Source: an optimization exercise on an open RTL-to-GDS flow (aim: small area and a short achievable clock period). Production flows keep margins and buffers that such runs may drop.
RTL that was checked went through simulation tests only; none was proved equivalent to the original.

Design fpu_addmul, start of the top module:
module fpu_addmul(
  input  wire        clk,
  input  wire        op,      
  input  wire [31:0] s,
  input  wire [31:0] t,
  output wire [31:0] d
);
function [48:0] skl_carry;
  input [47:0] a;
  input [47:0] b;
  input        ci;
  reg   [48:0] cg, cp;
  integer i, k;
  begin
    cg = {a & b, ci};
    cp = {a ^ b, 1'b0};
    for (k = 0; k < 6; k = k + 1)
      for (i = 0; i < 49; i = i + 1)
        if (((i >> k) & 1) == 1) begin
          cg[i] = cg[i] | (cp[i] & cg[((i >> k) << k) - 1]);
          cp[i] = cp[i] & cp[((i >> k) << k) - 1];
        end
    skl_carry = cg;
  end
endfunction
function [4:0] lzc32;
  input [31:0] x;
  reg [15:0] v0, p0;
  reg [7:0]  v1; reg [15:0] p1;
  reg [3:0]  v2; reg [11:0] p2;
  reg [1:0]  v3; reg [7:0]  p3;
  integer k;
  begin
    for (k = 0; k < 16; k = k + 1) begin
      v0[k] = x[2*k+1] | x[2*k];
      p0[k] = ~x[2*k+1];
    end
    for (k = 0; k < 8; k = k + 1) begin
      v1[k] = v0[2*k+1] | v0[2*k];
  ...
export LEC_CHECK = 0
export CAP_MARGIN = 20
export CORE_MARGIN = 2
export CORE_UTILIZATION = 40
export CTS_BUF_LIST = sky130_fd_sc_hd__clkbuf_4 sky130_fd_sc_hd__clkbuf_8
export SLEW_MARGIN = 20
export SYNTH_HIERARCHICAL = 1
export TNS_END_PERCENT = 5
create_clock -name core_clock -period 13.0 [get_ports {clk}]
standard.sh (not shown) runs the stock make flow with config.mk's settings and CLKGATE_MAP_FILE= SYNTH_SCRIPT=/design/flow/synth_recipe.tcl, a recipe that flattens the netlist after the stock synthesis.
==> flow/flow/run.sh <==
#!/bin/bash
set -euo pipefail
export SETUP_SLACK_MARGIN=7.5
export BUFFER_PORTS_ARGS="-buffer_cell sky130_fd_sc_hd__buf_2"
bash standard.sh > standard.log 2>&1
The baseline finished clean.
Next try:
==> flow/flow/run.sh (replaced) <==
#!/bin/bash
set -euo pipefail
export SETUP_SLACK_MARGIN=7
export BUFFER_PORTS_ARGS="-buffer_cell sky130_fd_sc_hd__buf_2"
bash standard.sh > standard.log 2>&1
The new run finished clean. Routed wire length drops by 4.8%. Design area goes down by 5.2%. Global-route usage falls by 1.2 points. Clock skew hardly moves. Critical path depth goes down by 4. First-iteration DRC count shrinks by about 3.7%. Synthesized cell count is unchanged. Flip-flop and latch count stays the same.
Next try:
==> flow/flow/run.sh (replaced) <==
#!/bin/bash
set -euo pipefail
export SETUP_SLACK_MARGIN=7.25
export BUFFER_PORTS_ARGS="-buffer_cell sky130_fd_sc_hd__buf_2"
bash standard.sh > standard.log 2>&1
Result: The changed run completed with no timing, DRC or antenna violations; worst setup slack gets better by 0.052 ns; design area came out higher by a few percent.
Function was not checked in any run of this note: the RTL went through the layout flow alone.


== trial 50 ==
Another version of the RTL of fpu_addmul (not shown whole).
For scale: about 3700 cells after synthesis, about 170 flip-flops, about 98 I/O pins, roughly 31000 um^2 of cells after synthesis.
==> flow/design.v (excerpt) <==
module fpu_addmul(
  input  wire        clk,
  input  wire        op,      
  input  wire [31:0] s,
  input  wire [31:0] t,
  output wire [31:0] d
);
Settings: LEC_CHECK=0, CAP_MARGIN=20, CORE_MARGIN=2, CORE_UTILIZATION=40, CTS_BUF_LIST=sky130_fd_sc_hd__clkbuf_4 sky130_fd_sc_hd__clkbuf_8, SLEW_MARGIN=20, SYNTH_HIERARCHICAL=1, TNS_END_PERCENT=5; clock period 13.0 ns.
==> flow/flow/run.sh <==
#!/bin/bash
set -euo pipefail
export SETUP_SLACK_MARGIN=7.5
export BUFFER_PORTS_ARGS="-buffer_cell sky130_fd_sc_hd__buf_2"
bash standard.sh > standard.log 2>&1
Looking at the reports, trial 50 completed the entire flow and the layout it produced met the timing, design-rule and antenna checks.
Setup changes, trial 50 to trial 21
==> flow/flow/run.sh <==
#!/bin/bash
set -euo pipefail
export SETUP_SLACK_MARGIN=6.5
export BUFFER_PORTS_ARGS="-buffer_cell sky130_fd_sc_hd__buf_2"
bash standard.sh > standard.log 2>&1
==> comparison <==
- The detailed-route wire length per cell reported for trial 21 is smaller than that of trial 50 by 3.2%.
- Compared to trial 50, trial 21 has highest achievable clock rate 12% lower.
- | synthesized area | trial 21 vs trial 50 | ≈ equal |
- On final period utilization: between trial 50 and trial 21, it ends up higher for trial 21.


Another version of the RTL of fpu_addmul (not shown whole).
Size: about 3,700 cells after synthesis, roughly 0.031 mm2 of cells after synthesis.
==> flow/design.v (excerpt) <==
module fpu_addmul(
  input  wire        clk,
  input  wire        op,      
  input  wire [31:0] s,
  input  wire [31:0] t,
  output wire [31:0] d
);
wire [7:0]  es = s[30:23], et = t[30:23];
wire [22:0] ms = s[22:0],  mt = t[22:0];
wire        sgt = s[30:0] > t[30:0];
wire        eqm = s[30:0] == t[30:0];
wire [31:0] g_a = sgt ? s : t;
wire [31:0] l_a = sgt ? t : s;
wire [8:0]  dst = {1'b0, es} - {1'b0, et};
wire [7:0]  dts = et - es;
wire        ege = ~dst[8];                
wire        eeq = es == et;
wire [7:0]  rs  = ege ? dst[7:0] : dts;
wire [22:0] ml_e = ege ? mt : ms;
wire [26:0] l27_e = {2'b01, ml_e, 2'b00} >> rs[4:0];
wire [26:0] l27_a = eeq ? {2'b01, l_a[22:0], 2'b00} : l27_e;
wire [31:0] msr, mtr;
genvar k;
generate for (k = 0; k < 23; k = k + 1) begin : rev
  assign msr[31-k] = ms[k];
  assign mtr[31-k] = mt[k];
end endgenerate
assign msr[8:0] = 9'h100;
assign mtr[8:0] = 9'h100;
wire [4:0] tzs, tzt;
lzc32 u_tzs(.x(msr), .n(tzs));
lzc32 u_tzt(.x(mtr), .n(tzt));
wire [4:0] tzle = ege ? tzt : tzs;
wire       sticky_a = ({3'b0, tzle} + 8'd3) <= rs;
wire [5:0] tzp = {1'b0, tzs} + {1'b0, tzt};
wire [8:0] esum = {1'b0, es} + {1'b0, et};
wire [11:0] none_s, ntwo_s, none_t, ntwo_t;
wire [10:0] neg_s, neg_t;
benc u_es(.m(ms), .none(none_s), .ntwo(ntwo_s), .neg(neg_s));
benc u_et(.m(mt), .none(none_t), .ntwo(ntwo_t), .neg(neg_t));
wire s_zero = s[30:0] == 31'd0, t_zero = t[30:0] == 31'd0;
wire s_nan = (es == 8'd255) & (ms != 23'd0), t_nan = (et == 8'd255) & (mt != 23'd0);
wire s_inf = (es == 8'd255) & (ms == 23'd0), t_inf = (et == 8'd255) & (mt == 23'd0);
reg         op1, sgt1, big1, lsign1, sticky1, eqm1;
reg         lzero1, lnan1, linf1, mst1_1, mst0_1, ovf1_1, ovf0_1, udf1;
reg  [31:0] g1;
reg  [26:0] l27_1;
reg  [7:0]  nexp0_1;
reg  [11:0] none1, ntwo1;
reg  [10:0] neg1;
always @(posedge clk) begin
  op1     <= op;
  sgt1    <= sgt;
  eqm1    <= eqm;
  g1      <= g_a;
  lsign1  <= l_a[31];
  l27_1   <= l27_a;
  ...
make LEC_CHECK=0 CAP_MARGIN=20 CORE_MARGIN=2 CORE_UTILIZATION=40 SETUP_SLACK_MARGIN=5 SLEW_MARGIN=20 SYNTH_HIERARCHICAL=1 finish   # period 13.0 ns
run.sh (not shown) runs the stock make flow with config.mk's settings and CLKGATE_MAP_FILE= SYNTH_SCRIPT=/design/flow/synth_recipe.tcl, a recipe that flattens the netlist after the stock synthesis.
Stock flow here: none of the scripts above is used.
The baseline finished with timing, DRC and antenna clean.
Change:
==> flow/flow/run.sh (new file) <==
#!/bin/bash
set -euo pipefail
export SETUP_SLACK_MARGIN=7
bash standard.sh > standard.log 2>&1
==> flow/standard.sh (new file) <==
#!/bin/bash
# synth_recipe.tcl (not shown) runs the flow's synth.tcl, then flattens the netlist and writes it again
# the make line also repeats each setting of config.mk as NAME=value (left out here)
make -C /OpenROAD-flow-scripts/flow DESIGN_CONFIG=/design/flow/config.mk WORK_HOME=/design/flow/orfs CLKGATE_MAP_FILE= SYNTH_SCRIPT=/design/flow/synth_recipe.tcl "${@:-finish}"
- SETUP_SLACK_MARGIN: 5 -> unset
removed: flow/run.sh
The changed run finished clean.
Maximum frequency came out higher by about a fifth.
Via count came out higher by a few percent.
Core utilization went up by 6.4 points.
Final area increases by about a fifth.
Hold slack improved by 0.0077 ns.
Change:
- TNS_END_PERCENT: unset -> 5
Outcome:
- design area shrinks by 1.3%
- clock-buffer cell count is unchanged
- maximum frequency grows by 0.58%
- clock skew hardly moves
- die area stays the same
- area after synthesis does not change
- final cell count stays flat

-- port drivers added, routing unchanged --
The flow's constraints put no driver on any port. The routed layouts listed below were extracted and timed again, unchanged, in two steps.
Step 1 sets driving cells, clkbuf_16 on the clock port and buf_2 on the other inputs (assumed; they add their load-dependent delay and slew).
Step 2 times the ports against the registers' clock, not the clock port: input delays grow and output delays shrink by t, the midpoint of the rising clock arrivals with the driver on.
Slacks: ideal ports / drivers / drivers and shift; pairs: ideal ports / drivers.
| run | t (ns) | setup slack, ns | cell pins on the clock port's net |
|---|---|---|---|
| the first run of note 1 | 0.556 | 7.098 / 7.069 / 6.693 | 1 |
| the second run of note 1 | 0.555 | 6.978 / 6.914 / 6.807 | 1 |
| the third run of note 1 | 0.597 | 7.030 / 7.030 / 6.734 | 1 |
| trial 50 | 0.560 | 7.126 / 7.086 / 6.606 | 1 |
| trial 21 | 0.536 | 6.328 / 6.328 / 6.328 | 1 |
| the first run of note 3 | 0.526 | 5.281 / 5.281 / 5.259 | 1 |
| the second run of note 3 | 0.527 | 6.565 / 6.565 / 6.565 | 1 |
| the third run of note 3 | 0.532 | 6.602 / 6.602 / 6.174 | 1 |
After both steps every run listed still meets setup and hold. For trial 50, which loses most, drivers alone change the setup slack by -0.040 ns; drivers and shift together by -0.520 ns.
